From an optimization exercise on the open Yosys and OpenROAD flow, aimed at small area, a short achievable clock period and few clock cycles; shortcuts taken in it are not production practice.
The RTL was checked by simulation tests, not by an equivalence proof against the original design.

**flow/run.sh**
```bash
#!/bin/bash
# synth_recipe.tcl (not shown) runs the flow's synth.tcl, then flattens the netlist and writes it again
# the make line also repeats each setting of config.mk as NAME=value (left out here)
make -C /OpenROAD-flow-scripts/flow DESIGN_CONFIG=/design/flow/config.mk WORK_HOME=/design/flow/orfs CLKGATE_MAP_FILE= SYNTH_SCRIPT=/design/flow/synth_recipe.tcl finish
```
**flow/config.mk**
```make
export PLATFORM = sky130hd
export DESIGN_NAME = JAM
export DESIGN_NICKNAME = JAM
export VERILOG_FILES = /design/flow/design.v
export SDC_FILE = /design/flow/constraint.sdc
export NUM_CORES = 4
export LEC_CHECK = 0
export CAP_MARGIN = 20
export CORE_MARGIN = 2
export CORE_UTILIZATION = 40
export SLEW_MARGIN = 20
```
**flow/constraint.sdc**
```tcl
create_clock -name core_clock -period 8.0 [get_ports {CLK}]
set_input_delay 1.6000 -clock core_clock [delete_from_list [all_inputs] [get_ports {CLK}]]
set_output_delay 1.6000 -clock core_clock [all_outputs]
set_load 0.01 [all_outputs]
```
**flow/design.v**
```verilog
module JAM (
input CLK,
input RST,
output reg [2:0] W,
output reg [2:0] J,
input [6:0] Cost,
output reg [3:0] MatchCount,
output reg [9:0] MinCost,
output reg Valid );
localparam P_COL = 3'd0, P_ROW = 3'd1, P_INS = 3'd2, P_INIT = 3'd3, P_DFS = 3'd4, P_DONE = 3'd5;
reg [2:0]  phase;
reg [6:0]  colm [0:7];    
reg [2:0]  lid  [0:7];    
reg [6:0]  lrm  [0:7];    
reg [2:0]  lam  [0:7];    
reg [2:0]  lkey [0:7];    
reg [6:0]  crm;
reg [2:0]  cam;
reg [2:0]  ckey;
reg [2:0]  L;             
reg [10:0] P0;            
reg [10:0] P [1:6];       
reg [2:0]  job [0:6];     
reg [7:0]  U;             
reg        adv;           
reg [11:0] G;             
reg [6:0]  cmJ;           
integer k;
wire [6:0] cm  = colm[J];
wire [6:0] d2  = Cost - cm;
wire [6:0] nc  = (W == 3'd0 || Cost < cm) ? Cost : cm;
wire       lt2 = (J == 3'd0 || d2 < crm);
wire       eq2 = (d2 == crm);
wire [2:0] ins_id = W - 3'd1;
wire [2:0] ins_n  = W - 3'd1;
reg  [7:0] gt;
always @(*) begin
    for (k = 0; k < 8; k = k + 1)
        gt[k] = (k >= ins_n) || (lkey[k] > ckey);
end
wire do_ins = (phase == P_ROW && J == 3'd0 && W != 3'd0) || (phase == P_INS);
wire [11:0] thr = G + {5'd0, cmJ};
wire thr_neg = thr[11];
wire thr_big = |thr[10:7];
wire ok   = !adv && !thr_neg && (thr_big || Cost <= thr[6:0]);
wire less = !thr_neg && (thr_big || Cost < thr[6:0]);
wire leaf = (L == 3'd7);
wire push = ok && !leaf;
wire better = leaf && ok && less;
wire [2:0] ca     = lam[L];
wire [7:0] candN  = ~U & ~(8'd1 << ca) & ((J == ca) ? 8'hff : (8'hfe << J));
reg  [2:0] nxt; reg has_nxt;
always @(*) begin
    has_nxt = 1'b0; nxt = 3'd0;
    for (k = 7; k >= 0; k = k - 1)
        if (candN[k]) begin has_nxt = 1'b1; nxt = k; end
end
wire [2:0] L1    = L + 3'd1;
wire [7:0] freeP = ~(U | (8'd1 << J));
wire [2:0] na    = lam[L1];
reg  [2:0] first;
always @(*) begin
    first = 3'd0;
    for (k = 7; k >= 0; k = k - 1)
        if (freeP[k]) first = k;
    if (freeP[na]) first = na;
end
wire [2:0] Lm    = L - 3'd1;
wire [2:0] pj    = job[Lm];
wire [2:0] pa    = lam[Lm];
wire [7:0] Up    = U & ~(8'd1 << pj);
wire [7:0] candP = ~Up & ~(8'd1 << pa) & ((pj == pa) ? 8'hff : (8'hfe << pj));
reg  [2:0] pnxt; reg has_pnxt;
always @(*) begin
    has_pnxt = 1'b0; pnxt = 3'd0;
    for (k = 7; k >= 0; k = k - 1)
        if (candP[k]) begin has_pnxt = 1'b1; pnxt = k; end
end
wire [2:0] pc = has_pnxt ? pnxt : pj;
wire [11:0] costx   = {5'd0, Cost};
wire [11:0] rm1     = {5'd0, lrm[L1]};
wire [11:0] a_push  = thr + rm1;
wire [11:0] g_push  = a_push - costx;
wire [11:0] p_push  = a_push - {2'd0, MinCost} - costx;
wire [10:0] Pm      = (Lm == 3'd0) ? P0 : P[Lm];
wire [11:0] g_pop_same = {Pm[10], Pm} + {2'd0, MinCost};
wire [11:0] g_pop_better = {Pm[10], Pm} + {2'd0, MinCost} - thr + costx;
wire [9:0]  leafcost = MinCost - thr[9:0] + {3'd0, Cost};
always @(posedge CLK) begin
    if (phase == P_COL) colm[J] <= nc;
    if (phase == P_ROW) begin
        if (lt2) begin
            crm <= d2;
            cam <= J;
            ckey <= 3'd0;
        end else if (eq2) begin
            cam <= J;
            ckey <= ckey + 3'd1;
        end
    end
    if (do_ins) begin
        for (k = 0; k < 8; k = k + 1)
            if (gt[k]) begin
                if (k > 0 && gt[k - 1]) begin
                    lid[k]  <= lid[k - 1];
                    lrm[k]  <= lrm[k - 1];
                    lam[k]  <= lam[k - 1];
                    lkey[k] <= lkey[k - 1];
                end else begin
                    lid[k]  <= ins_id;
                    lrm[k]  <= crm;
                    lam[k]  <= cam;
                    lkey[k] <= ckey;
                end
            end
    end
    if (phase == P_DFS && push) begin
        job[L] <= J;
        if (L1 != 3'd7) P[L1] <= p_push[10:0];
    end
end
always @(posedge CLK or posedge RST) begin
    if (RST) begin
        phase <= P_COL;
        W <= 3'd0;
        J <= 3'd0;
        L <= 3'd0;
        U <= 8'd0;
        adv <= 1'b0;
        G <= 12'd0;
        cmJ <= 7'd0;
        P0 <= 11'd0;
        MinCost <= 10'd1023;
        MatchCount <= 4'd0;
        Valid <= 1'b0;
    end else begin
        case (phase)
        P_COL: begin
            if (W == 3'd7) P0 <= P0 - {4'd0, nc};
            {J, W} <= {J, W} + 6'd1;
            if (W == 3'd7 && J == 3'd7) phase <= P_ROW;
        end
        P_ROW: begin
            if (J == 3'd0 && W != 3'd0) P0 <= P0 - {4'd0, crm};
            {W, J} <= {W, J} + 6'd1;
            if (W == 3'd7 && J == 3'd7) phase <= P_INS;
        end
        P_INS: begin
            P0 <= P0 - {4'd0, crm};
            phase <= P_INIT;
        end
        P_INIT: begin
            P0 <= P0 + {4'd0, lrm[0]};
            G <= 12'd1023 + {P0[10], P0} + {5'd0, lrm[0]};
            cmJ <= colm[lam[0]];
            W <= lid[0];
            J <= lam[0];
            phase <= P_DFS;
        end
        P_DFS: begin
            adv <= 1'b0;
            if (better) begin
                MinCost <= leafcost;
                MatchCount <= 4'd1;
            end else if (leaf && ok)
                MatchCount <= MatchCount + 4'd1;
            if (push) begin
                U <= U | (8'd1 << J);
                L <= L1;
                W <= lid[L1];
                J <= first;
                G <= g_push;
                cmJ <= colm[first];
            end else if (has_nxt && !leaf) begin
                J <= nxt;
                cmJ <= colm[nxt];
            end else if (L == 3'd0) begin
                phase <= P_DONE;
                Valid <= 1'b1;
            end else begin
                L <= Lm;
                W <= lid[Lm];
                U <= Up;
                J <= pc;
                adv <= !has_pnxt;
                G <= better ? g_pop_better : g_pop_same;
                cmJ <= colm[pc];
            end
        end
        default: ;
        endcase
    end
end
endmodule
```
==> results.yml, run 1 <==
synthesis:
  yosysMostFrequentCell: "edfxtp_1"
  ys.flop_type: "edfxtp_1"
  synth_fp_nets: 2667
  syn_inst: 2464
  avgSynthCellArea_um2: 10.2
  synthDistinctLibCells: 107
  synthTopCellsByArea: "edfxtp_1, ha_1, mux2i_1, dfrtp_1, a21oi_1"
  synth_top_area_share_pct: 33.5
  synth_top_area_cell: "edfxtp_1"
  ys_warn_count: 6
  ys_seq_elements: 350
  synth_area_um2: 25200
  synth_seq_area_share_pct: 40.4
  synth-edff-count: 281
  yosys-top-cells-count: "edfxtp_1, inv_1, nand2_1"
  synth-async-reset-ratio_pct: 18.9
routing:
  num_vias: 20200
  wl_per_cell_um: 23.8
  via_per_inst: 6.05
  dr.pass1.iters: 9
  first_iter_violations: 2254
  drt-total-wl_mm: 79.7
  ant_nets: 0
  drc: 0
clocking:
  cts_buffer_depth: 3
  worstSkewPairLatency_ns: 0.59
  htree_levels: 2
  cts_root_buffer: "clkbuf_16"
  hold_buffers: 0
  numCtsBuffers: 40
  tritoncts: "built"
  cts.sinks: 350
  cts_resized: 0
  clkSlewWorstSetupHoldPaths_ns: 0.06
  postCtsSetupBuffers: 0
final_layout:
  antenna_cells: 0
  drive_above_1_share_pct: 12.0
  syn_to_final_growth_pct: 11.1
  nets: 2679
critical_path:
  setup.worst_path.start_class: "flop"
  worst-setup-path-type: "flop to flop"
  cp_common_cell: "a21oi_1"
  cp.required_ns: 8.49
  end_kind: "flop"
  crit_path_top_delay_cell: "dfrtp_1"
  critPathMaxFanout: 16
  rrSetupSlack_ns: 0.76
  arrival_ns: 7.73
  critPathMaxStageDelay_ns: 0.73
grt:
  antenna_found_initial: 0
  grt_first_pass_wirelength_mm: 121
  overflow: 0
  grtUsageTotal_pct: 24.6
  grt_max_degree: 67
  grt_pass1_vias: 19800
job:
  drv_cap: 0
floorplan:
  design.die.area_um2: 65000
  core-area_um2: 61900
  ios: 30
  start_util_pct: 40.6
  die_h_um: 255
  die_x_um: 255
  rows: 91
sta:
  finClkSkew_ns: 0.0259
  rsz0062_at_grt: "no"
  setup_tns_ns: 0
  hold_viol: 0
  setup_viol: 0
  worstMarginPinSlew_ns: 1.18
  drv_slew: 0
  timing.final.crit_share_pct: 90.5
  fin_crit_ns: 7.24
  relSlewSlack_pct: 20.9
  fmax_mhz: 138
placed_design:
  place.gp.congestion: 0.936
  hpwlAfterDp_mm: 57.6
  portBuffers: 29
status:
  status: "finished clean"
hold_path:
  hold_path_class: "flop to flop"
[sequential cells by signal, summed over array words and instances (netlist names), 12 cells and up, named ones only]
register and flops:
P 66, colm 56, lrm 56, lam 24, lid 24, job 21, lkey 21, G 12
[worst max-delay path, delay by kind of cell, from the launching register on]
family / cells / cell delay [ns]
adder cells (fa/ha/maj): 3 / 0.93
AO/OA/AOI/OAI: 17 / 3.51
multiplexers: 1 / 0.36
XOR/XNOR: 1 / 0.16
buffers and inverters: 3 / 0.58
flip-flops: 1 / 0.73
AND/OR/NAND/NOR: 6 / 0.85
[cells by family (layout without fill, tap and decap cells)]
logic type	count (synthesis)	in the layout	share of synthesized area (%)
AOI/OAI and AO/OA	669	669	17.8
xor gates and xnor gates	110	110	4.07
adders and majority gates	194	194	10.5
buffers and inverters	325	369	5.29
DFF	350	350	40.4
muxes	260	260	11.8
and+or+nand+nor	556	556	10.2
[through the flow]
stage	instance area (µm²)	hold slack, ns	setup WS, ns	std cells	utilization (%)
global route	28000	0.518	0.000647	3345	45.1
CTS	27900	0.491	0.951	3344	45.1
finish	28000	0.479	0.763	3345	45.1
floorplan	25200	0.424	1.32	2464	-
global placement	26500	0.464	0.677	3270	42.9
detailed placement	26500	0.466	0.618	3270	42.9
[layout by cell type (no fill, tap or decap), drive strengths merged, types with 70 or more instances in the layout]
cell type | Yosys | routed
o21ai | 151 | 151
edfxtp | 281 | 281
nor2 | 172 | 172
inv | 195 | 196
buf | 46 | 70
xnor2 | 78 | 78
mux2 | 86 | 86
a21oi | 184 | 184
ha | 166 | 166
nand2 | 190 | 190
mux2i | 154 | 154
[cell type report]
type                    count  area (µm²)
flip-flops and latches    350       10200
multi-input cells        1789       13800
clock buffers              55        1100
clock inverters            19         287
well taps                 837        1050
repair buffers             99         836
inverters                 196         737
fillers                  5872       34000
[metal layers]
layer	vias up	wire [µm]	part of all wire, %	global-route usage [%]
met1	10000	34400	43	33.4
met3	185	5770	7.2	3.86
met2	863	36500	46	39.5
met5	-	0	0	0
met4	0	3040	3.8	9.36
li1	9155	-	-	-
[final timing paths]
kind	cells after the start	to	start
max	31	P0[10]$_DFFE_PP0P_	J[2]$_DFFE_PP0P_
max reg2reg	31	P0[10]$_DFFE_PP0P_	J[2]$_DFFE_PP0P_
max in group asynchronous	4	L[0]$_DFFE_PP0P_	RST
min	1	Valid$_DFFE_PP0P_	Valid$_DFFE_PP0P_
min reg2reg	1	Valid$_DFFE_PP0P_	Valid$_DFFE_PP0P_
min in group asynchronous	3	MatchCount[2]$_DFFE_PP0P_	RST
Testbench counts, summed over its fixed seeds: cycles 5,256.
==> run 2, diff against run 1 <==
--- a/flow/design.v
+++ b/flow/design.v
@@ -19,3 +19,3 @@
 reg [2:0]  ckey;
-reg [2:0]  L;             
+reg [7:0]  Lh;            
 reg [10:0] P0;            
@@ -34,3 +34,2 @@
 wire [2:0] ins_id = W - 3'd1;
-wire [2:0] ins_n  = W - 3'd1;
 reg  [7:0] gt;
@@ -38,5 +37,26 @@
     for (k = 0; k < 8; k = k + 1)
-        gt[k] = (k >= ins_n) || (lkey[k] > ckey);
+        gt[k] = (k >= ins_id) || (lkey[k] > ckey);
 end
 wire do_ins = (phase == P_ROW && J == 3'd0 && W != 3'd0) || (phase == P_INS);
+wire [7:0] Lup = {Lh[6:0], 1'b0};      
+wire [7:0] Ldn = {1'b0, Lh[7:1]};      
+reg  [6:0] rm1;                        
+reg  [2:0] na, ca, pa, pj, wup, wdn;   
+reg  [10:0] Pm;                        
+always @(*) begin
+    rm1 = 7'd0; na = 3'd0; ca = 3'd0; pa = 3'd0; pj = 3'd0; wup = 3'd0; wdn = 3'd0; Pm = 11'd0;
+    for (k = 0; k < 8; k = k + 1) begin
+        rm1 = rm1 | ({7{Lup[k]}} & lrm[k]);
+        na  = na  | ({3{Lup[k]}} & lam[k]);
+        wup = wup | ({3{Lup[k]}} & lid[k]);
+        ca  = ca  | ({3{Lh[k]}}  & lam[k]);
+        pa  = pa  | ({3{Ldn[k]}} & lam[k]);
+        wdn = wdn | ({3{Ldn[k]}} & lid[k]);
+    end
+    for (k = 0; k < 7; k = k + 1)
+        pj = pj | ({3{Ldn[k]}} & job[k]);
+    Pm = {11{Ldn[0]}} & P0;
+    for (k = 1; k < 7; k = k + 1)
+        Pm = Pm | ({11{Ldn[k]}} & P[k]);
+end
 wire [11:0] thr = G + {5'd0, cmJ};
@@ -46,6 +66,5 @@
 wire less = !thr_neg && (thr_big || Cost < thr[6:0]);
-wire leaf = (L == 3'd7);
+wire leaf = Lh[7];
 wire push = ok && !leaf;
 wire better = leaf && ok && less;
-wire [2:0] ca     = lam[L];
 wire [7:0] candN  = ~U & ~(8'd1 << ca) & ((J == ca) ? 8'hff : (8'hfe << J));
@@ -57,5 +76,3 @@
 end
-wire [2:0] L1    = L + 3'd1;
 wire [7:0] freeP = ~(U | (8'd1 << J));
-wire [2:0] na    = lam[L1];
 reg  [2:0] first;
@@ -67,5 +84,2 @@
 end
-wire [2:0] Lm    = L - 3'd1;
-wire [2:0] pj    = job[Lm];
-wire [2:0] pa    = lam[Lm];
 wire [7:0] Up    = U & ~(8'd1 << pj);
@@ -78,11 +92,6 @@
 end
-wire [2:0] pc = has_pnxt ? pnxt : pj;
-wire [11:0] costx   = {5'd0, Cost};
-wire [11:0] rm1     = {5'd0, lrm[L1]};
-wire [11:0] a_push  = thr + rm1;
-wire [11:0] g_push  = a_push - costx;
-wire [11:0] p_push  = a_push - {2'd0, MinCost} - costx;
-wire [10:0] Pm      = (Lm == 3'd0) ? P0 : P[Lm];
-wire [11:0] g_pop_same = {Pm[10], Pm} + {2'd0, MinCost};
-wire [11:0] g_pop_better = {Pm[10], Pm} + {2'd0, MinCost} - thr + costx;
+wire [11:0] g_push  = thr + {5'd0, rm1} - {5'd0, Cost};
+wire [11:0] p_push  = thr + {5'd0, rm1} - {2'd0, MinCost} - {5'd0, Cost};
+wire [11:0] g_pop   = {Pm[10], Pm} + {2'd0, MinCost};
+wire [11:0] g_better = {Pm[10], Pm} + {2'd0, MinCost} - thr + {5'd0, Cost};
 wire [9:0]  leafcost = MinCost - thr[9:0] + {3'd0, Cost};
@@ -117,4 +126,6 @@
     if (phase == P_DFS && push) begin
-        job[L] <= J;
-        if (L1 != 3'd7) P[L1] <= p_push[10:0];
+        for (k = 0; k < 7; k = k + 1)
+            if (Lh[k]) job[k] <= J;
+        for (k = 1; k < 7; k = k + 1)
+            if (Lup[k]) P[k] <= p_push[10:0];
     end
@@ -126,3 +137,3 @@
         J <= 3'd0;
-        L <= 3'd0;
+        Lh <= 8'd1;
         U <= 8'd0;
@@ -138,3 +149,2 @@
         P_COL: begin
-            if (W == 3'd7) P0 <= P0 - {4'd0, nc};
             {J, W} <= {J, W} + 6'd1;
@@ -143,3 +153,4 @@
         P_ROW: begin
-            if (J == 3'd0 && W != 3'd0) P0 <= P0 - {4'd0, crm};
+            if (W == 3'd0) P0 <= P0 - {4'd0, cm};
+            else if (J == 3'd0) P0 <= P0 - {4'd0, crm};
             {W, J} <= {W, J} + 6'd1;
@@ -168,4 +179,4 @@
                 U <= U | (8'd1 << J);
-                L <= L1;
-                W <= lid[L1];
+                Lh <= Lup;
+                W <= wup;
                 J <= first;
@@ -176,3 +187,3 @@
                 cmJ <= colm[nxt];
-            end else if (L == 3'd0) begin
+            end else if (Lh[0]) begin
                 phase <= P_DONE;
@@ -180,9 +191,15 @@
             end else begin
-                L <= Lm;
-                W <= lid[Lm];
+                Lh <= Ldn;
+                W <= wdn;
                 U <= Up;
-                J <= pc;
-                adv <= !has_pnxt;
-                G <= better ? g_pop_better : g_pop_same;
-                cmJ <= colm[pc];
+                if (better) begin
+                    J <= pj;
+                    adv <= 1'b1;
+                    G <= g_better;
+                end else begin
+                    J <= has_pnxt ? pnxt : pj;
+                    adv <= !has_pnxt;
+                    G <= g_pop;
+                    cmJ <= colm[has_pnxt ? pnxt : pj];
+                end
             end
--- a/flow/config.mk
+++ b/flow/config.mk
@@ -10,2 +10,3 @@
 export CORE_UTILIZATION = 40
+export SETUP_SLACK_MARGIN = 3
 export SLEW_MARGIN = 20
==> results.yml, run 2 <==
final_layout:
  drive_above_1_share_pct: 19.6
  syn_to_final_growth_pct: 15.1
  largestRegisters: "P x66, colm x56, lrm x56"
  nets: 2601
  final_common_cell: "edfxtp_1"
  largest_reg_flops: 66
  antenna_cells: 0
  top_register: "P"
  fill_cells: 5568
  final_cell_mix: "edfxtp_1, inv_1, ha_1, nand2_1, o21ai_0"
  layout.cells.non_filler: 3208
clocking:
  tritoncts: "built"
  hold_buffers: 0
  numCtsBuffers: 39
  cts_root_buffer: "clkbuf_16"
  htree_levels: 2
  cts.sinks: 355
  worstSkewPairLatency_ns: 0.58
  cts_buffer_depth: 3
  clkSlewWorstSetupHoldPaths_ns: 0.06
routing:
  drt-total-wl_mm: 81.9
  num_vias: 20100
  drc: 0
  wl_per_cell_um: 25.5
  via_per_inst: 6.26
  ant_nets: 0
  first_iter_violations: 2258
  dr.pass1.iters: 8
job:
  drv_cap: 0
sta:
  fmax_mhz: 204
  relSlewSlack_pct: 23.2
  hold_viol: 0
  finClkSkew_ns: 0.0212
  setup_ws_ns: 3.10
  drv_slew: 0
  timing.final.crit_share_pct: 61.3
  hold_ws_ns: 0.536
  worstMarginPinSlew_ns: 1.15
  setup_tns_ns: 0
  rsz0062_at_grt: "yes"
  fin_crit_ns: 4.90
  setup_viol: 0
synthesis:
  synthDistinctLibCells: 85
  synthTopCellsByArea: "edfxtp_1, ha_1, dfrtp_1, mux2_2, mux4_2"
  synth_seq_area_share_pct: 41.7
  syn_inst: 2336
  avgSynthCellArea_um2: 10.6
  ys_seq_elements: 355
  synth-edff-count: 281
  synth_top_area_cell: "edfxtp_1"
  ys.flop_type: "edfxtp_1"
  yosysMostFrequentCell: "edfxtp_1"
  synth_area_um2: 24700
  synth_fp_nets: 2548
  yosys-top-cells-count: "edfxtp_1, inv_1, ha_1"
  ys_warn_count: 8
  synth_top_area_share_pct: 34.2
  synth-async-reset-ratio_pct: 20.0
floorplan:
  rows: 91
  start_util_pct: 40.2
  die_h_um: 252
  die_x_um: 252
  design.die.area_um2: 63700
  core-area_um2: 61400
  ios: 30
critical_path:
  worst-setup-path-type: "flop to flop"
  critPathMaxFanout: 6
  setup.worst_path.start_class: "flop"
  cp.required_ns: 8.50
  arrival_ns: 5.40
  rrSetupSlack_ns: 3.10
  end_kind: "flop"
placed_design:
  place.gp.congestion: 0.909
  portBuffers: 29
  placed_cells: 3077
  pre_cts_slack_ns: 2.09
  hpwlAfterDp_mm: 57.0
grt:
  grt_first_pass_wirelength_mm: 121
  overflow: 0
  grt_max_degree: 50
  grtUsageTotal_pct: 25.0
  grt_pass1_vias: 19500
  antenna_found_initial: 0
hold_path:
  hold_path_class: "flop to flop"
status:
  status: "finished clean"
==> run 2: changes by cell type in the layout (fill, tap and decap cells not counted), moves of 21 or more <==
cell,previous run,this run
a21oi_1,180,118
a22oi_1,19,79
mux2i_1,153,45
mux4_2,20,41
nand2_1,190,153
nor2_1,169,120
==> run 2: path summary, 6_finish.rpt <==
check | from | to | depth (start not counted)
hold / removal | MatchCount[3]$_DFFE_PP0P_ | MatchCount[3]$_DFFE_PP0P_ | 1
hold reg to reg | MatchCount[3]$_DFFE_PP0P_ | MatchCount[3]$_DFFE_PP0P_ | 1
max in group asynchronous | RST | J[2]$_DFFE_PP0P_ | 3
setup / recovery | Lh[3]$_DFFE_PP0P_ | G[11]$_DFFE_PP0P_ | 23
min in group asynchronous | RST | P0[0]$_DFFE_PP0P_ | 2
setup reg to reg | Lh[3]$_DFFE_PP0P_ | G[11]$_DFFE_PP0P_ | 23
==> run 2: per-layer routing <==
metal | vias to the layer above | wire (µm) | global-route usage, % | part of all wire, %
li1 | 8880 | - | - | -
met1 | 10000 | 34100 | 34.0 | 42
met2 | 985 | 38200 | 40.3 | 47
met3 | 187 | 6120 | 3.22 | 7.5
met4 | 0 | 3410 | 10.4 | 4.2
met5 | - | 0 | 0 | 0
==> run 2: timing repair <==
| action | in CTS | in global routing |
|---|---|---|
| gates cloned | 0 | 6 |
| pin swaps | 22 | 57 |
| endpoints found under the setup margin | 173 | 145 |
| resized for setup | 98 | 90 |
| buffers inserted | 12 | 43 |
==> run 2: worst max-delay path, cell delays in order (launching register included) <==
cell      delay [ns]
dfrtp_2         0.46
buf_12          0.16
buf_4           0.13
buf_4           0.12
a222oi_1        0.36
nand3_1         0.21
ha_1            0.35
inv_1           0.11
o21ai_2         0.07
a21o_1          0.18
a21o_1          0.23
xnor2_2         0.19
fa_2            0.58
inv_2           0.04
ha_4            0.15
and2_4          0.14
o21ai_2         0.15
o21ai_2         0.09
o41ai_2         0.31
xor2_1          0.26
a211oi_2        0.11
nor3b_2         0.19
o31ai_1         0.09
a21oi_1         0.14
==> run 2: kinds of logic after synthesis <==
logic type / Yosys count / synth area share (%)
adder cells (fa/ha/maj): 203 / 11.2
XOR/XNOR: 99 / 3.51
AO/OA/AOI/OAI: 647 / 17.5
AND/OR/NAND/NOR: 525 / 10.2
multiplexers: 188 / 10.5
flip-flops: 355 / 41.7
buffers and inverters: 319 / 5.34
==> run 2: cell type report <==
type,instances,area (µm²),share of cell area (%)
Sequential cell,355,10300,36.3
Timing Repair Buffer,136,1320,4.66
Multi-Input combinational cell,1662,13800,48.5
Clock inverter,12,85.1,0.300
Tap cell,790,988,3.48
Inverter,195,741,2.61
Clock buffer,58,1180,4.16
==> run 2: through the flow <==
| stage | area (µm²) | utilization (%) |
|---|---|---|
| floorplan | 24700 | - |
| global placement | 25800 | 42.0 |
| detailed placement | 25800 | 42.0 |
| CTS | 27500 | 44.8 |
| global route | 28400 | 46.3 |
| finish | 28400 | 46.3 |
Testbench counts of run 2, summed over its fixed seeds: cycles 5,296.
==> run 3, diff against run 2 <==
--- a/flow/config.mk
+++ b/flow/config.mk
@@ -10,3 +10,2 @@
 export CORE_UTILIZATION = 40
-export SETUP_SLACK_MARGIN = 3
 export SLEW_MARGIN = 20
==> results.yml, run 3 <==
clocking:
  hold_buffers: 0
  cts.sinks: 355
  cts_root_buffer: "clkbuf_16"
  cts_buffer_depth: 3
  tritoncts: "built"
  clkSlewWorstSetupHoldPaths_ns: 0.06
  cts_resized: 0
  postCtsSetupBuffers: 0
  htree_levels: 2
  numCtsBuffers: 41
  worstSkewPairLatency_ns: 0.57
final_layout:
  drive_above_1_share_pct: 12.4
  largest_reg_flops: 66
  nets: 2541
  antenna_cells: 0
  syn_to_final_growth_pct: 10.2
  top_register: "P"
  largestRegisters: "P x66, colm x56, lrm x56"
  final_cell_area_um2: 27200
  final_cell_mix: "edfxtp_1, inv_1, ha_1, nand2_1, o21ai_0"
  final_common_cell: "edfxtp_1"
  fill_cells: 5661
grt:
  overflow: 0
  grt_max_degree: 43
  grt_first_pass_wirelength_mm: 120
  grtUsageTotal_pct: 24.6
  antenna_found_initial: 1
  grt_pass1_vias: 19500
critical_path:
  worst-setup-path-type: "flop to flop"
  timing.critical_path.buf_inv: 3
  path_cells: "a22oi_1 > nand3_1 > ha_1 > inv_1 > fa_1 > xnor2_1 > inv_1 > fa_1 > inv_1 > ha_1 > a21o_1 > a21oi_1 > o21bai_1 > a21oi_1 > nor2b_1 > o21a_1 > o21ai_0 > nand2b_1 > a21oi_1 > xnor2_1 > xnor2_1"
  critPathMaxFanout: 25
  path_delay_family: "compound AO/OA/AOI/OAI gates"
  crit_path_top_delay_cell: "dfstp_2"
  setup.worst_path.start_class: "flop"
  rrSetupSlack_ns: 2.25
  arrival_ns: 6.04
  cp.required_ns: 8.29
  end_kind: "flop"
  timing.rr.start: "Lh[0]$_DFFE_PP1P_"
  critPathMaxStageDelay_ns: 0.97
  crit_start: "Lh[0]$_DFFE_PP1P_"
sta:
  setup_viol: 0
  worstMarginPinSlew_ns: 1.21
  setup_tns_ns: 0
  rsz0062_at_grt: "no"
  hold_ws_ns: 0.526
  relSlewSlack_pct: 16.9
  fmax_mhz: 174
  drv_slew: 0
  fin_crit_ns: 5.75
  hold_viol: 0
  timing.final.crit_share_pct: 71.9
  finClkSkew_ns: 0.0134
placed_design:
  postPlaceCellArea_um2: 25700
  portBuffers: 29
  place.gp.congestion: 0.925
  hpwlAfterDp_mm: 56.9
floorplan:
  start_util_pct: 40.2
  ios: 30
  die_x_um: 252
  core-area_um2: 61400
  die_h_um: 252
  rows: 91
  design.die.area_um2: 63700
synthesis:
  ys_warn_count: 8
  synth_seq_area_share_pct: 41.7
  synth_fp_nets: 2548
  yosys-top-cells-count: "edfxtp_1, inv_1, ha_1"
  synth-async-reset-ratio_pct: 20.0
  synth-edff-count: 281
  avgSynthCellArea_um2: 10.6
  yosysMostFrequentCell: "edfxtp_1"
  synthTopCellsByArea: "edfxtp_1, ha_1, dfrtp_1, mux2_2, mux4_2"
  syn_inst: 2336
  synth_top_area_cell: "edfxtp_1"
  synth_area_um2: 24700
  ys.flop_type: "edfxtp_1"
  ys_seq_elements: 355
  synth_top_area_share_pct: 34.2
  synthDistinctLibCells: 85
job:
  drv_cap: 0
routing:
  dr.pass1.iters: 6
  via_per_inst: 6.20
  num_vias: 19600
  ant_nets: 0
  drt-total-wl_mm: 78.6
  first_iter_violations: 2126
  drc: 0
  wl_per_cell_um: 24.9
status:
  status: "finished clean"
hold_path:
  hold_path_class: "flop to flop"
  min_from: "MinCost[7]$_DFFE_PP1P_"
-- run 3: cell counts after synthesis --
No cell type changed its count.
-- run 3: cells by family (layout without fill, tap and decap cells) --
logic type / count (synthesis) / in the layout / synth area share, %
AOI/OAI and AO/OA: 647 / 647 / 17.5
xor gates and xnor gates: 99 / 99 / 3.51
adders and majority gates: 203 / 203 / 11.2
buffers and inverters: 319 / 345 / 5.34
DFF: 355 / 355 / 41.7
muxes: 188 / 188 / 10.5
and+or+nand+nor: 525 / 525 / 10.2
-- run 3: per-stage QoR --
step | utilization (%) | instances | worst slack [ns]
6_report | 44.3 | 3152 | 2.25
3_3_place_gp | 41.9 | 3075 | 2.19
5_1_grt | 44.3 | 3152 | 1.88
4_1_cts | 44.3 | 3152 | 2.26
2_1_floorplan | - | 2336 | 2.99
3_5_place_dp | 42.0 | 3076 | 2.07
-- run 3: metal layers --
layer / up-vias / wire (µm) / share of wire, % / track usage (%)
li1: 8767 / - / - / -
met5: - / 0 / 0 / 0
met4: 0 / 3320 / 4.2 / 10.2
met2: 945 / 36800 / 47 / 40.3
met1: 9658 / 32700 / 42 / 32.8
met3: 184 / 5770 / 7.3 / 3.41
-- run 3: layout make-up --
type	instances	area [µm²]	share of cell area, %
clock buffers	54	1130	4.14
clock inverters	22	317	1.16
inverters	195	733	2.70
multi-input cells	1662	13100	48.2
flip-flops and latches	355	10300	37.8
well taps	790	988	3.63
repair buffers	74	626	2.30
-- run 3: worst reg2reg max path, stage by stage, from the launching register on --
cell and delay (ns):
dfstp_2 0.97, a22oi_1 0.22, nand3_1 0.28, ha_1 0.23, inv_1 0.06, fa_1 0.42, xnor2_1 0.31, inv_1 0.09
fa_1 0.48, inv_1 0.04, ha_1 0.32, a21o_1 0.19, a21oi_1 0.22, o21bai_1 0.10, a21oi_1 0.23, nor2b_1 0.08
o21a_1 0.19, o21ai_0 0.15, nand2b_1 0.09, a21oi_1 0.19, xnor2_1 0.10, xnor2_1 0.49
-- run 3: path summary, 6_finish.rpt --
check	endpoint	depth (start not counted)
setup / recovery	P[3][10]$_DFFE_PP_	21
hold / removal	MinCost[7]$_DFFE_PP1P_	2
setup reg to reg	P[3][10]$_DFFE_PP_	21
hold reg to reg	MinCost[7]$_DFFE_PP1P_	2
max in group asynchronous	J[2]$_DFFE_PP0P_	3
min in group asynchronous	P0[1]$_DFFE_PP0P_	2
==> run 4, diff against run 3 <==
--- a/flow/design.v
+++ b/flow/design.v
@@ -24,2 +24,3 @@
 reg [7:0]  U;             
+reg [6:0]  hm;            
 reg        adv;           
@@ -41,8 +42,6 @@
 wire [7:0] Lup = {Lh[6:0], 1'b0};      
-wire [7:0] Ldn = {1'b0, Lh[7:1]};      
 reg  [6:0] rm1;                        
-reg  [2:0] na, ca, pa, pj, wup, wdn;   
-reg  [10:0] Pm;                        
-always @(*) begin
-    rm1 = 7'd0; na = 3'd0; ca = 3'd0; pa = 3'd0; pj = 3'd0; wup = 3'd0; wdn = 3'd0; Pm = 11'd0;
+reg  [2:0] na, ca, wup;                
+always @(*) begin
+    rm1 = 7'd0; na = 3'd0; ca = 3'd0; wup = 3'd0;
     for (k = 0; k < 8; k = k + 1) begin
@@ -52,10 +51,3 @@
         ca  = ca  | ({3{Lh[k]}}  & lam[k]);
-        pa  = pa  | ({3{Ldn[k]}} & lam[k]);
-        wdn = wdn | ({3{Ldn[k]}} & lid[k]);
-    end
-    for (k = 0; k < 7; k = k + 1)
-        pj = pj | ({3{Ldn[k]}} & job[k]);
-    Pm = {11{Ldn[0]}} & P0;
-    for (k = 1; k < 7; k = k + 1)
-        Pm = Pm | ({11{Ldn[k]}} & P[k]);
+    end
 end
@@ -84,9 +76,38 @@
 end
-wire [7:0] Up    = U & ~(8'd1 << pj);
-wire [7:0] candP = ~Up & ~(8'd1 << pa) & ((pj == pa) ? 8'hff : (8'hfe << pj));
-reg  [2:0] pnxt; reg has_pnxt;
-always @(*) begin
-    has_pnxt = 1'b0; pnxt = 3'd0;
+reg  [7:0] below;      
+reg  [6:0] T;          
+reg  [6:0] lowerT;     
+reg        any;
+always @(*) begin
+    for (k = 0; k < 8; k = k + 1) begin
+        below[k] = 1'b0;
+        if (k < 7) below[k] = |(Lh >> (k + 1));
+    end
+    T = 7'd0; any = 1'b0;
+    for (k = 0; k < 7; k = k + 1)
+        if (hm[k] && below[k]) begin T = 7'd1 << k; any = 1'b1; end
+    for (k = 0; k < 7; k = k + 1)
+        lowerT[k] = (k < 6) ? |(T >> (k + 1)) : 1'b0;
+end
+reg  [2:0] tj, ta, tw;    
+reg  [10:0] Pt;           
+reg  [7:0] Ut;            
+always @(*) begin
+    tj = 3'd0; ta = 3'd0; tw = 3'd0; Ut = 8'd0;
+    for (k = 0; k < 7; k = k + 1) begin
+        tj = tj | ({3{T[k]}} & job[k]);
+        ta = ta | ({3{T[k]}} & lam[k]);
+        tw = tw | ({3{T[k]}} & lid[k]);
+        Ut = Ut | ({8{lowerT[k]}} & (8'd1 << job[k]));
+    end
+    Pt = {11{T[0]}} & P0;
+    for (k = 1; k < 7; k = k + 1)
+        Pt = Pt | ({11{T[k]}} & P[k]);
+end
+wire [7:0] candP = ~Ut & ~(8'd1 << ta) & ((tj == ta) ? 8'hff : (8'hfe << tj));
+reg  [2:0] pnxt;
+always @(*) begin
+    pnxt = 3'd0;
     for (k = 7; k >= 0; k = k - 1)
-        if (candP[k]) begin has_pnxt = 1'b1; pnxt = k; end
+        if (candP[k]) pnxt = k;
 end
@@ -94,4 +115,4 @@
 wire [11:0] p_push  = thr + {5'd0, rm1} - {2'd0, MinCost} - {5'd0, Cost};
-wire [11:0] g_pop   = {Pm[10], Pm} + {2'd0, MinCost};
-wire [11:0] g_better = {Pm[10], Pm} + {2'd0, MinCost} - thr + {5'd0, Cost};
+wire [11:0] g_pop   = {Pt[10], Pt} + {2'd0, MinCost};
+wire [11:0] g_better = {Pt[10], Pt} + {2'd0, MinCost} - thr + {5'd0, Cost};
 wire [9:0]  leafcost = MinCost - thr[9:0] + {3'd0, Cost};
@@ -127,3 +148,6 @@
         for (k = 0; k < 7; k = k + 1)
-            if (Lh[k]) job[k] <= J;
+            if (Lh[k]) begin
+                job[k] <= J;
+                hm[k] <= has_nxt;
+            end
         for (k = 1; k < 7; k = k + 1)
@@ -187,3 +211,3 @@
                 cmJ <= colm[nxt];
-            end else if (Lh[0]) begin
+            end else if (!any) begin
                 phase <= P_DONE;
@@ -191,7 +215,7 @@
             end else begin
-                Lh <= Ldn;
-                W <= wdn;
-                U <= Up;
+                Lh <= {1'b0, T};
+                W <= tw;
+                U <= Ut;
                 if (better) begin
-                    J <= pj;
+                    J <= tj;
                     adv <= 1'b1;
@@ -199,6 +223,5 @@
                 end else begin
-                    J <= has_pnxt ? pnxt : pj;
-                    adv <= !has_pnxt;
+                    J <= pnxt;
                     G <= g_pop;
-                    cmJ <= colm[has_pnxt ? pnxt : pj];
+                    cmJ <= colm[pnxt];
                 end
--- a/flow/config.mk
+++ b/flow/config.mk
@@ -10,2 +10,3 @@
 export CORE_UTILIZATION = 40
+export SETUP_SLACK_MARGIN = 3.5
 export SLEW_MARGIN = 20
==> results.yml, run 4 <==
final_layout:
  utilization_pct: 49.6
  antenna_cells: 0
  syn_to_final_growth_pct: 23.0
  final_common_cell: "edfxtp_1"
  final_cell_mix: "edfxtp_1, nand2_1, inv_1, buf_4, ha_1"
  largestRegisters: "P x66, colm x56, lrm x56"
  nets: 2881
  top_register: "P"
  largest_reg_flops: 66
  drive_above_1_share_pct: 26.1
routing:
  drc: 0
  num_vias: 22400
  first_iter_violations: 2636
  via_per_inst: 6.30
  drt-total-wl_mm: 92.7
  wl_per_cell_um: 26.0
  dr.pass1.iters: 7
  ant_nets: 0
synthesis:
  avgSynthCellArea_um2: 10.3
  synth-edff-count: 288
  synth_top_area_cell: "edfxtp_1"
  syn_inst: 2499
  ys_seq_elements: 362
  ys.flop_type: "edfxtp_1"
  ys_warn_count: 8
  synthTopCellsByArea: "edfxtp_1, ha_1, dfrtp_1, mux2_2, mux4_2"
  yosysMostFrequentCell: "edfxtp_1"
  synth_top_area_share_pct: 33.5
  synth_fp_nets: 2709
  synth_area_um2: 25800
  synthDistinctLibCells: 99
  synth_seq_area_share_pct: 40.6
  synth-async-reset-ratio_pct: 19.6
  yosys-top-cells-count: "edfxtp_1, nand2_1, inv_1"
placed_design:
  hpwlAfterDp_mm: 62.4
  portBuffers: 29
  place.gp.congestion: 0.936
  pre_cts_slack_ns: 1.48
sta:
  drv_slew: 0
  finClkSkew_ns: 0.0382
  worstMarginPinSlew_ns: 1.14
  fmax_mhz: 177
  setup_tns_ns: 0
  rsz0062_at_grt: "yes"
  setup_ws_ns: 2.34
  fin_crit_ns: 5.66
  timing.final.crit_share_pct: 70.7
  relSlewSlack_pct: 23.4
  setup_viol: 0
  hold_viol: 0
critical_path:
  cp.required_ns: 8.48
  end_kind: "flop"
  setup.worst_path.start_class: "flop"
  critPathMaxFanout: 5
  worst-setup-path-type: "flop to flop"
  arrival_ns: 6.14
floorplan:
  core-area_um2: 64100
  die_h_um: 258
  rows: 93
  design.die.area_um2: 66700
  die_x_um: 258
  ios: 30
  start_util_pct: 40.3
grt:
  antenna_found_initial: 2
  overflow: 0
  grt_first_pass_wirelength_mm: 135
  grt_max_degree: 60
  grtUsageTotal_pct: 26.7
  grt_pass1_vias: 22000
clocking:
  numCtsBuffers: 43
  cts.sinks: 362
  worstSkewPairLatency_ns: 0.62
  cts_buffer_depth: 3
  clkSlewWorstSetupHoldPaths_ns: 0.06
  tritoncts: "built"
  cts_root_buffer: "clkbuf_16"
  htree_levels: 2
hold_path:
  hold_path_class: "flop to flop"
status:
  status: "finished clean"
job:
  drv_cap: 0
-- run 4: layer usage --
metal	GRT usage [%]	part of all wire [%]	vias to the layer above
met2	43.8	46	1297
met3	5.48	10	303
met4	12.5	5.5	2
met1	33.7	38	11000
met5	0	0.014	-
li1	-	-	9817
-- run 4: repair_timing --
item | 4_1_cts | 5_1_grt
gates cloned | 3 | 7
buffers inserted | 72 | 85
hold buffers | 0 | 0
pin swaps | 73 | 101
resized for setup | 179 | 168
setup endpoints to repair | 259 | 256
-- run 4: cell families after synthesis --
logic type	Yosys count	synth area share, %
AOI/OAI and AO/OA	730	20.0
xor gates and xnor gates	96	3.25
adders and majority gates	201	10.6
buffers and inverters	318	4.98
DFF	362	40.6
muxes	168	8.89
and+or+nand+nor	624	11.6
-- run 4: layout make-up --
| type | instances | area, µm² |
|---|---|---|
| Clock buffer | 53 | 1130 |
| Timing Repair Buffer | 240 | 2380 |
| Multi-Input combinational cell | 1825 | 15600 |
| Sequential cell | 362 | 10500 |
| Fill cell | 5602 | 32300 |
| Clock inverter | 26 | 319 |
| Inverter | 199 | 764 |
| Tap cell | 855 | 1070 |
-- run 4: path summary, 6_finish.rpt --
kind | start | end | slack [ns] | depth (start not counted)
max | Lh[7]$_DFFE_PP0P_ | G[11]$_DFFE_PP0P_ | 2.34 | 22
min | Valid$_DFFE_PP0P_ | Valid$_DFFE_PP0P_ | 0.48 | 1
max reg2reg | Lh[7]$_DFFE_PP0P_ | G[11]$_DFFE_PP0P_ | 2.34 | 22
min reg2reg | Valid$_DFFE_PP0P_ | Valid$_DFFE_PP0P_ | 0.48 | 1
max in group asynchronous | RST | J[1]$_DFFE_PP0P_ | 5.40 | 3
min in group asynchronous | RST | G[9]$_DFFE_PP0P_ | 1.26 | 2
-- run 4: worst max-delay path: stages, from the launching register on --
cell and delay [ns]:
dfrtp_2 0.45, or4_4 0.59, o21a_4 0.26, or4_4 0.59, o21ai_2 0.21, buf_4 0.13, inv_1 0.05, fa_2 0.47
fa_1 0.54, inv_1 0.05, ha_1 0.26, a21o_1 0.20, a21oi_4 0.17, o21ai_2 0.08, a21o_1 0.19, a21oi_2 0.19
o21ai_2 0.09, o41ai_2 0.24, xnor2_1 0.14, buf_4 0.15, a311oi_2 0.22, a211oi_1 0.07, o22a_1 0.19
-- run 4: per-stage QoR --
step / cell area (µm²) / hold WS [ns] / std cells
floorplan: 26000 / 0.449 / 2499
global placement: 27200 / 0.471 / 3314
detailed placement: 27200 / 0.461 / 3314
CTS: 30200 / 0.480 / 3468
global route: 31800 / 0.495 / 3560
finish: 31800 / 0.483 / 3560
Testbench counts of run 4, summed over its fixed seeds: cycles 4,969.
==> run 5, diff against run 4 <==
--- a/flow/config.mk
+++ b/flow/config.mk
@@ -10,3 +10,3 @@
 export CORE_UTILIZATION = 40
-export SETUP_SLACK_MARGIN = 3.5
+export SETUP_SLACK_MARGIN = 4.0
 export SLEW_MARGIN = 20
==> results.yml, run 5 <==
clocking:
  tritoncts: "built"
  worstSkewPairLatency_ns: 0.61
  htree_levels: 2
  cts_buffer_depth: 3
  cts.sinks: 362
  numCtsBuffers: 42
  cts_root_buffer: "clkbuf_16"
  clkSlewWorstSetupHoldPaths_ns: 0.06
floorplan:
  ios: 30
  start_util_pct: 40.3
  core-area_um2: 64100
  die_x_um: 258
  design.die.area_um2: 66700
  rows: 93
  die_h_um: 258
critical_path:
  critPathMaxFanout: 5
  timing.rr.start: "Lh[7]$_DFFE_PP0P_"
  setup.worst_path.start_class: "flop"
  r2r_end: "G[11]$_DFFE_PP0P_"
  cp.required_ns: 8.48
  rrSetupSlack_ns: 2.15
  rr_worst_depth: 26
  end_kind: "flop"
  arrival_ns: 6.33
  worst-setup-path-type: "flop to flop"
routing:
  dr.pass1.iters: 8
  wl_per_cell_um: 26.2
  drc: 0
  first_iter_violations: 3009
  via_per_inst: 6.33
  drt-total-wl_mm: 93.9
  ant_nets: 0
  num_vias: 22700
final_layout:
  regArea_um2: 10500
  fill_cells: 5575
  largestRegisters: "P x66, colm x56, lrm x56"
  utilization_pct: 50.5
  syn_to_final_growth_pct: 25.3
  layout.cells.non_filler: 3588
  largest_reg_flops: 66
  final_cell_mix: "edfxtp_1, nand2_1, inv_1, buf_4, ha_1"
  final_common_cell: "edfxtp_1"
  drive_above_1_share_pct: 29.2
  multi_input_area_um2: 16100
  nets: 2908
  top_register: "P"
sta:
  setup_tns_ns: 0
  fmax_mhz: 171
  setup_viol: 0
  rsz0062_at_grt: "yes"
  timing.final.crit_share_pct: 73.1
  worstMarginPinSlew_ns: 1.12
  hold_viol: 0
  relSlewSlack_pct: 24.5
  finClkSkew_ns: 0.0322
  drv_slew: 0
  hold_ws_ns: 0.522
  fin_crit_ns: 5.85
synthesis:
  yosysMostFrequentCell: "edfxtp_1"
  yosys-top-cells-count: "edfxtp_1, nand2_1, inv_1"
  synthTopCellsByArea: "edfxtp_1, ha_1, dfrtp_1, mux2_2, mux4_2"
  synth_area_um2: 25800
  synth-edff-count: 288
  avgSynthCellArea_um2: 10.3
  synth-async-reset-ratio_pct: 19.6
  ys_warn_count: 8
  synth_top_area_share_pct: 33.5
  synth_seq_area_share_pct: 40.6
  syn_inst: 2499
  synth_top_area_cell: "edfxtp_1"
  synthDistinctLibCells: 99
  ys_seq_elements: 362
  ys.flop_type: "edfxtp_1"
  synth_fp_nets: 2709
hold_path:
  hold_depth: 2
  holdPathEnd: "MinCost[7]$_DFFE_PP1P_"
  min_from: "MinCost[7]$_DFFE_PP1P_"
  hold_path_class: "flop to flop"
grt:
  grtUsageTotal_pct: 27.5
  overflow: 0
  grt_pass1_vias: 22600
  grt_max_degree: 63
  antenna_found_initial: 0
  grt_first_pass_wirelength_mm: 139
placed_design:
  hpwlAfterDp_mm: 62.4
  portBuffers: 29
  place.gp.congestion: 0.961
  placed_cells: 3312
job:
  drv_cap: 0
status:
  status: "finished clean"
[run 5: cell count changes in the layout (fill, tap and decap cells not counted), sizes merged, moves of 2 or more]
cell / before / now
buf: 207 / 230
clkbuf: 57 / 49
and3: 22 / 27
clkdlybuf4s50: 26 / 23
clkinvlp: 3 / 6
nand2b: 27 / 30
bufbuf: 0 / 2
clkinv: 17 / 19
dlygate4sd2: 2 / 4
or2: 18 / 20
[run 5: area by class of cell]
cell class / count / share of cell area, %
multi-input combinational: 1832 / 49.7
clock inverter: 30 / 1.05
sequential: 362 / 32.5
antenna: 1 / 0.00773
tap: 855 / 3.30
inverter: 199 / 2.39
timing repair buffer: 261 / 7.68
clock buffer: 48 / 3.41
[run 5: cells by family after synthesis]
kind of cell | count (synthesis) | share of synthesized area, %
AO/OA/AOI/OAI | 730 | 20.0
AND/OR/NAND/NOR | 624 | 11.6
flip-flops | 362 | 40.6
buffers and inverters | 318 | 4.98
adder cells (fa/ha/maj) | 201 | 10.6
multiplexers | 168 | 8.89
XOR/XNOR | 96 | 3.25
[run 5: what timing repair did]
item,in CTS,in global routing
pin swaps,122,95
gates resized for setup,315,123
hold buffers,0,0
endpoints found under the setup margin,284,303
gates cloned,15,2
setup buffers,128,52
[run 5: worst max-delay path by stage]
stage | start | to | slack, ns | cells past startpoint
detailed placement | Lh[5]$_DFFE_PP0P_ | G[11]$_DFFE_PP0P_ | 1.62 | 26
floorplan | Lh[5]$_DFFE_PP0P_ | G[11]$_DFFE_PP0P_ | 2.36 | 26
global route | Lh[7]$_DFFE_PP0P_ | G[11]$_DFFE_PP0P_ | 1.88 | 26
finish | Lh[7]$_DFFE_PP0P_ | G[11]$_DFFE_PP0P_ | 2.15 | 26
CTS | Lh[5]$_DFFE_PP0P_ | G[11]$_DFFE_PP0P_ | 2.29 | 25
global placement | Lh[5]$_DFFE_PP0P_ | G[11]$_DFFE_PP0P_ | 1.74 | 26
[run 5: per-stage QoR]
stage | cell area (µm²) | worst slack, ns
after floorplan | 26100 | 2.36
after global placement | 27300 | 1.74
after detailed placement | 27300 | 1.62
after CTS | 31400 | 2.29
after global routing | 32400 | 1.88
final | 32400 | 2.15
[run 5: worst max-delay path, cell delays in order (launching register included)]
cell and delay, ns:
dfrtp_1 0.42, or4_4 0.61, o31a_4 0.30, or4_4 0.58, o21ai_2 0.19, ha_2 0.21, inv_2 0.04, fa_2 0.35
inv_2 0.07, a21oi_2 0.05, o21ai_2 0.23, a21oi_2 0.09, o21bai_2 0.22, a21oi_2 0.08, o21bai_1 0.20, a31o_2 0.22
xnor2_2 0.08, ha_1 0.36, ha_4 0.28, nor2_1 0.04, nor2_1 0.17, o41ai_2 0.12, xnor2_1 0.16, buf_4 0.15
a311oi_2 0.24, a211oi_2 0.07, o22a_1 0.17
[run 5: layer usage]
layer  routed length, µm  global-route usage [%]
met5                   0                       0
met1               36300                    35.0
met4                4800                    13.2
met2               44100                    45.1
met3                8700                    5.03
==> run 6, diff against run 5 <==
--- a/flow/design.v
+++ b/flow/design.v
@@ -25,2 +25,3 @@
 reg [6:0]  hm;            
+reg [6:0]  T;             
 reg        adv;           
@@ -76,17 +77,12 @@
 end
-reg  [7:0] below;      
-reg  [6:0] T;          
 reg  [6:0] lowerT;     
-reg        any;
-always @(*) begin
-    for (k = 0; k < 8; k = k + 1) begin
-        below[k] = 1'b0;
-        if (k < 7) below[k] = |(Lh >> (k + 1));
-    end
-    T = 7'd0; any = 1'b0;
-    for (k = 0; k < 7; k = k + 1)
-        if (hm[k] && below[k]) begin T = 7'd1 << k; any = 1'b1; end
+reg  [6:0] Tn;         
+always @(*) begin
     for (k = 0; k < 7; k = k + 1)
         lowerT[k] = (k < 6) ? |(T >> (k + 1)) : 1'b0;
-end
+    Tn = 7'd0;
+    for (k = 0; k < 7; k = k + 1)
+        if (hm[k] && lowerT[k]) Tn = 7'd1 << k;
+end
+wire any = |T;
 reg  [2:0] tj, ta, tw;    
@@ -113,7 +109,30 @@
 end
-wire [11:0] g_push  = thr + {5'd0, rm1} - {5'd0, Cost};
-wire [11:0] p_push  = thr + {5'd0, rm1} - {2'd0, MinCost} - {5'd0, Cost};
+function [23:0] csa;    
+    input [11:0] x, y, z;
+    begin
+        csa[11:0]  = x ^ y ^ z;
+        csa[23:12] = {(x[10:0] & y[10:0]) | (x[10:0] & z[10:0]) | (y[10:0] & z[10:0]), 1'b0};
+    end
+endfunction
+wire [11:0] e_cm   = {5'd0, cmJ};
+wire [11:0] e_rm1  = {5'd0, rm1};
+wire [11:0] n_cost = ~{5'd0, Cost};
+wire [11:0] n_min  = ~{2'd0, MinCost};
+wire [23:0] gp1 = csa(G, e_cm, e_rm1);
+wire [23:0] gp2 = csa(gp1[11:0], gp1[23:12], n_cost);
+wire [11:0] g_push = gp2[11:0] + gp2[23:12] + 12'd1;
+wire [23:0] pp3 = csa(gp2[11:0], gp2[23:12], n_min);
+wire [11:0] p_push = pp3[11:0] + pp3[23:12] + 12'd2;
+wire [23:0] lc1 = csa({2'd0, MinCost}, ~G, ~e_cm);
+wire [23:0] lc2 = csa(lc1[11:0], lc1[23:12], {5'd0, Cost});
+wire [11:0] leafsum = lc2[11:0] + lc2[23:12] + 12'd2;
+wire [9:0]  leafcost = leafsum[9:0];
 wire [11:0] g_pop   = {Pt[10], Pt} + {2'd0, MinCost};
-wire [11:0] g_better = {Pt[10], Pt} + {2'd0, MinCost} - thr + {5'd0, Cost};
-wire [9:0]  leafcost = MinCost - thr[9:0] + {3'd0, Cost};
+reg  [10:0] Pc;
+always @(*) begin
+    Pc = {11{Lh[0]}} & P0;
+    for (k = 1; k < 7; k = k + 1)
+        Pc = Pc | ({11{Lh[k]}} & P[k]);
+end
+wire [11:0] g_adv   = {Pc[10], Pc} + {2'd0, MinCost};
 always @(posedge CLK) begin
@@ -162,2 +181,3 @@
         Lh <= 8'd1;
+        T <= 7'd0;
         U <= 8'd0;
@@ -204,2 +224,3 @@
                 Lh <= Lup;
+                if (has_nxt) T <= Lh[6:0];
                 W <= wup;
@@ -211,2 +232,3 @@
                 cmJ <= colm[nxt];
+                if (adv) G <= g_adv;
             end else if (!any) begin
@@ -216,2 +238,3 @@
                 Lh <= {1'b0, T};
+                T <= Tn;
                 W <= tw;
@@ -221,3 +244,2 @@
                     adv <= 1'b1;
-                    G <= g_better;
                 end else begin
--- a/flow/config.mk
+++ b/flow/config.mk
@@ -10,3 +10,3 @@
 export CORE_UTILIZATION = 40
-export SETUP_SLACK_MARGIN = 4.0
+export SETUP_SLACK_MARGIN = 3.0
 export SLEW_MARGIN = 20
==> results.yml, run 6 <==
status:
  status: "finished clean"
final_layout:
  drive_above_1_share_pct: 18.5
  final_common_cell: "edfxtp_1"
  final_cell_mix: "edfxtp_1, inv_1, nand2_1, ha_1, nor2_1"
  antenna_cells: 0
  syn_to_final_growth_pct: 15.6
  largestRegisters: "P x66, colm x56, lrm x56"
  utilization_pct: 46.7
  top_register: "P"
  nets: 2817
  largest_reg_flops: 66
clocking:
  cts.sinks: 368
  cts_root_buffer: "clkbuf_16"
  clkSlewWorstSetupHoldPaths_ns: 0.07
  cts_buffer_depth: 3
  htree_levels: 2
  tritoncts: "built"
  worstSkewPairLatency_ns: 0.62
  numCtsBuffers: 44
  hold_buffers: 0
grt:
  grt_first_pass_wirelength_mm: 136
  grtUsageTotal_pct: 26.8
  grt_max_degree: 51
  overflow: 0
  antenna_found_initial: 1
  grt_pass1_vias: 21900
floorplan:
  ios: 30
  design.die.area_um2: 67100
  start_util_pct: 40.4
  rows: 93
  die_h_um: 259
  die_x_um: 259
  core-area_um2: 64300
sta:
  setup_ws_ns: 2.83
  setup_tns_ns: 0
  setup_viol: 0
  rsz0062_at_grt: "yes"
  hold_viol: 0
  drv_slew: 0
  fin_crit_ns: 5.17
  finClkSkew_ns: 0.0366
  worstMarginPinSlew_ns: 1.13
  fmax_mhz: 194
  timing.final.crit_share_pct: 64.6
  relSlewSlack_pct: 24.6
critical_path:
  rr_worst_depth: 27
  critPathMaxFanout: 5
  path_delay_family: "compound AO/OA/AOI/OAI gates"
  worst-setup-path-type: "flop to flop"
  setup.worst_path.start_class: "flop"
  timing.rr.start: "Lh[3]$_DFFE_PP0P_"
  end_kind: "flop"
  cp.required_ns: 8.51
  critPathMaxStageDelay_ns: 0.44
  arrival_ns: 5.68
  r2r_end: "G[10]$_DFFE_PP0P_"
  cp.depth: 27
  crit_end: "G[10]$_DFFE_PP0P_"
  timing.critical_path.buf_inv: 4
  crit_start: "Lh[3]$_DFFE_PP0P_"
  rrSetupSlack_ns: 2.83
  crit_path_top_delay_cell: "dfrtp_2"
routing:
  drc: 0
  wl_per_cell_um: 26.4
  via_per_inst: 6.42
  ant_nets: 0
  num_vias: 22300
  topRoutingLayerUsed: "met4"
  wl_met1_mm: 37.1
  first_iter_violations: 2767
  dr_wl_met3_mm: 8.72
  dr.pass1.iters: 10
  met2_length_mm: 41.2
  drt-total-wl_mm: 91.7
placed_design:
  hpwlAfterDp_mm: 63.1
  place.gp.congestion: 0.931
  pre_cts_slack_ns: 1.56
  portBuffers: 29
synthesis:
  avgSynthCellArea_um2: 10.3
  ys_warn_count: 8
  synth_fp_nets: 2750
  synth-edff-count: 287
  synth-async-reset-ratio_pct: 21.2
  yosysMostFrequentCell: "edfxtp_1"
  synthTopCellsByArea: "edfxtp_1, ha_1, dfrtp_1, mux2_2, fa_1"
  synth_top_area_cell: "edfxtp_1"
  synth_seq_area_share_pct: 40.9
  yosys-top-cells-count: "edfxtp_1, inv_1, ha_1"
  syn_inst: 2516
  ys_seq_elements: 368
  synthDistinctLibCells: 96
  synth_top_area_share_pct: 33.1
  synth_area_um2: 26000
  ys.flop_type: "edfxtp_1"
hold_path:
  hold_path_class: "flop to flop"
job:
  drv_cap: 0
==> run 6: timing repair <==
item	in CTS	in global routing
pin swaps	22	56
setup endpoints to repair	209	201
buffers inserted	41	28
gates resized for setup	83	67
cloned	1	2
==> run 6: worst min-delay path by stage <==
stage | start | endpoint | slack, ns | cells after the start
3_3_place_gp | Valid$_DFFE_PP0P_ | Valid$_DFFE_PP0P_ | 0.45 | 1
5_1_grt | Valid$_DFFE_PP0P_ | Valid$_DFFE_PP0P_ | 0.50 | 1
2_1_floorplan | cmJ[2]$_DFFE_PP0P_ | cmJ[2]$_DFFE_PP0P_ | 0.47 | 2
6_report | Valid$_DFFE_PP0P_ | Valid$_DFFE_PP0P_ | 0.48 | 1
3_5_place_dp | Valid$_DFFE_PP0P_ | Valid$_DFFE_PP0P_ | 0.48 | 1
4_1_cts | Valid$_DFFE_PP0P_ | Valid$_DFFE_PP0P_ | 0.49 | 1
==> run 6: cell families after synthesis <==
logic type,count (synthesis),share of synthesized area [%]
compound gates,733,19.7
simple gates,600,11.1
flops,368,40.9
xor+xnor,78,2.63
buf+inv,329,5.05
fa+ha+maj,225,12.1
mux,183,8.48
==> run 6: final cells by class <==
cell class / count / area (µm²)
Clock inverter: 32 / 398
Multi-Input combinational cell: 1820 / 14600
Tap cell: 855 / 1070
Inverter: 188 / 708
Timing Repair Buffer: 161 / 1460
Sequential cell: 368 / 10700
Fill cell: 5853 / 34300
Clock buffer: 49 / 1140
==> run 6: per-layer routing <==
layer | vias up | track usage, %
met5 | - | 0
met4 | 0 | 13.2
met3 | 284 | 4.94
met2 | 1330 | 41.8
met1 | 11000 | 35.8
li1 | 9671 | -
==> run 6: worst register-to-register path, delay by kind of cell, from the launching register on <==
family / cells / cell delay [ns]
AOI/OAI and AO/OA: 13 / 1.83
xor gates and xnor gates: 1 / 0.18
adders and majority gates: 2 / 0.62
buffers and inverters: 4 / 0.57
DFF: 1 / 0.44
muxes: 1 / 0.15
and+or+nand+nor: 6 / 1.30
==> run 6: metrics by stage <==
step / instance area, µm² / std cells / hold WS, ns
2_1_floorplan: 26100 / 2516 / 0.475
3_3_place_gp: 27300 / 3319 / 0.453
3_5_place_dp: 27300 / 3319 / 0.475
4_1_cts: 29500 / 3442 / 0.486
5_1_grt: 30100 / 3473 / 0.496
6_report: 30100 / 3473 / 0.477
Testbench counts of run 6, summed over its fixed seeds: cycles 4,969.
==> run 7, diff against run 6 <==
--- a/flow/config.mk
+++ b/flow/config.mk
@@ -10,3 +10,3 @@
 export CORE_UTILIZATION = 40
-export SETUP_SLACK_MARGIN = 3.0
+export SETUP_SLACK_MARGIN = 3.5
 export SLEW_MARGIN = 20
==> results.yml, run 7 <==
status:
  status: "finished clean"
critical_path:
  cp_common_cell: "a21oi_2"
  worst-setup-path-type: "flop to flop"
  critPathMaxStageDelay_ns: 0.52
  end_kind: "flop"
  crit_path_top_delay_cell: "dfrtp_4"
  rr_worst_depth: 25
  arrival_ns: 5.55
  setup.worst_path.start_class: "flop"
  critPathMaxFanout: 7
floorplan:
  die_h_um: 259
  start_util_pct: 40.4
  rows: 93
  design.die.area_um2: 67100
  ios: 30
  core-area_um2: 64300
grt:
  overflow: 0
  grt_pass1_vias: 22000
  antenna_found_initial: 0
  grt_first_pass_wirelength_mm: 137
  grt_max_degree: 45
synthesis:
  synth-edff-count: 287
  avgSynthCellArea_um2: 10.3
  synth_seq_area_share_pct: 40.9
  synth_fp_nets: 2750
  ys_warn_count: 8
  synthTopCellsByArea: "edfxtp_1, ha_1, dfrtp_1, mux2_2, fa_1"
  syn_inst: 2516
  synth-async-reset-ratio_pct: 21.2
  synth_area_um2: 26000
  ys_seq_elements: 368
  synthDistinctLibCells: 96
  synth_top_area_share_pct: 33.1
final_layout:
  final_common_cell: "edfxtp_1"
  largest_reg_flops: 66
  fill_cells: 5735
  largestRegisters: "P x66, colm x56, lrm x56"
  top_register: "P"
  multi_input_area_um2: 15200
  nets: 2875
  final_cell_mix: "edfxtp_1, inv_1, nand2_1, ha_1, buf_4"
sta:
  hold_viol: 0
  fin_crit_ns: 5.05
  setup_tns_ns: 0
  finClkSkew_ns: 0.0404
  worstMarginPinSlew_ns: 1.26
  timing.final.crit_share_pct: 63.1
  drv_slew: 0
  setup_ws_ns: 2.95
  setup_viol: 0
clocking:
  htree_levels: 2
  cts_root_buffer: "clkbuf_16"
  tritoncts: "built"
  hold_buffers: 0
  clkSlewWorstSetupHoldPaths_ns: 0.06
  worstSkewPairLatency_ns: 0.61
  cts.sinks: 368
  numCtsBuffers: 43
routing:
  drt-total-wl_mm: 93.4
  via_per_inst: 6.39
  dr.pass1.iters: 8
  first_iter_violations: 2859
  drc: 0
hold_path:
  hold_path_class: "flop to flop"
  hold_depth: 2
placed_design:
  hpwlAfterDp_mm: 63.3
  place.gp.congestion: 0.923
  pre_cts_slack_ns: 1.97
job:
  drv_cap: 0
-- run 7: routing by layer --
layer,global-route usage [%],part of all wire (%)
met5,0,0.11
met4,11.4,5.1
met3,4.87,9.3
met2,42.7,45
met1,35.9,40
-- run 7: repair_timing --
item	CTS	global route
pin swaps	88	52
endpoints found under the setup margin	278	251
resized for setup	148	104
setup buffers	83	51
gates cloned	4	5
-- run 7: cell families (layout without fill, tap and decap cells) --
| logic type | after synthesis | count (layout) | share of synthesized area, % |
|---|---|---|---|
| AND/OR/NAND/NOR | 600 | 601 | 11.1 |
| other | 0 | 1 | 0 |
| buffers and inverters | 329 | 486 | 5.05 |
| adder cells (fa/ha/maj) | 225 | 225 | 12.1 |
| XOR/XNOR | 78 | 78 | 2.63 |
| multiplexers | 183 | 183 | 8.48 |
| flip-flops | 368 | 368 | 40.9 |
| AO/OA/AOI/OAI | 733 | 734 | 19.7 |
-- run 7: area by class of cell --
| type | instances | share of cell area, % |
|---|---|---|
| Inverter | 188 | 2.29 |
| Clock inverter | 32 | 1.06 |
| Sequential cell | 368 | 34.1 |
| Clock buffer | 47 | 3.49 |
| Timing Repair Buffer | 219 | 6.99 |
| Multi-Input combinational cell | 1821 | 48.6 |
| Antenna cell | 1 | 0.00801 |
| Tap cell | 855 | 3.42 |
-- run 7: worst paths after layout --
check	from	slack, ns	to
worst max-delay path	Lh[1]$_DFFE_PP0P_	2.95	G[10]$_DFFE_PP0P_
worst min-delay path	MinCost[7]$_DFFE_PP1P_	0.53	MinCost[7]$_DFFE_PP1P_
worst max register to register	Lh[1]$_DFFE_PP0P_	2.95	G[10]$_DFFE_PP0P_
worst min register to register	MinCost[7]$_DFFE_PP1P_	0.53	MinCost[7]$_DFFE_PP1P_
max in group asynchronous	RST	5.29	J[1]$_DFFE_PP0P_
min in group asynchronous	RST	1.45	G[5]$_DFFE_PP0P_
-- run 7: stage by stage --
step / instance area [µm²] / instances / hold slack (ns)
after floorplan: 26300 / 2516 / 0.475
after detailed placement: 27300 / 3308 / 0.528
after global routing: 31200 / 3530 / 0.565
after CTS: 30200 / 3474 / 0.536
after global placement: 27300 / 3308 / 0.518
final: 31200 / 3531 / 0.530
-- run 7: worst max-delay path, delay by kind of cell (launching register included) --
| family | cells | cell delay, ns |
|---|---|---|
| compound gates | 15 | 2.20 |
| fa+ha+maj | 2 | 0.55 |
| xor+xnor | 1 | 0.16 |
| flops | 1 | 0.52 |
| simple gates | 5 | 1.15 |
| buf+inv | 2 | 0.35 |

[static timing again, ports no longer ideal]
How much do the figures lean on ideal ports? The routed layouts below were timed once more, with nothing changed but the port constraints. Step 1 assumes that a clkbuf_16 drives the clock port and a buf_2 every other input. Step 2 moves the port delays by t, midway between the first and last clock arrival at a register: inputs arrive t later, outputs are due t later. That takes back most of the time a late clock gives input paths. Slacks: ideal ports / drivers / drivers and shift; pairs: ideal ports / drivers.
| run | t (ns) | slack for setup (ns) | worst data-port slew with drivers (ns) | cell pins on the clock port's net |
|---|---|---|---|---|
| run 1 | 0.637 | 0.763 / 0.763 / 0.441 | 0.07 | 1 |
| run 2 | 0.625 | 3.097 / 3.097 / 2.579 | 0.04 | 1 |
| run 3 | 0.622 | 2.245 / 2.245 / 2.014 | 0.03 | 1 |
| run 4 | 0.657 | 2.342 / 2.342 / 2.342 | 0.03 | 1 |
| run 5 | 0.657 | 2.151 / 2.151 / 2.151 | 0.03 | 1 |
| run 6 | 0.655 | 2.833 / 2.833 / 2.567 | 0.04 | 1 |
| run 7 | 0.647 | 2.950 / 2.950 / 2.649 | 0.04 | 1 |
After both steps every run listed still meets setup and hold. For run 2, which loses most, drivers alone change the setup slack by 0.000 ns; drivers and shift together by -0.518 ns.
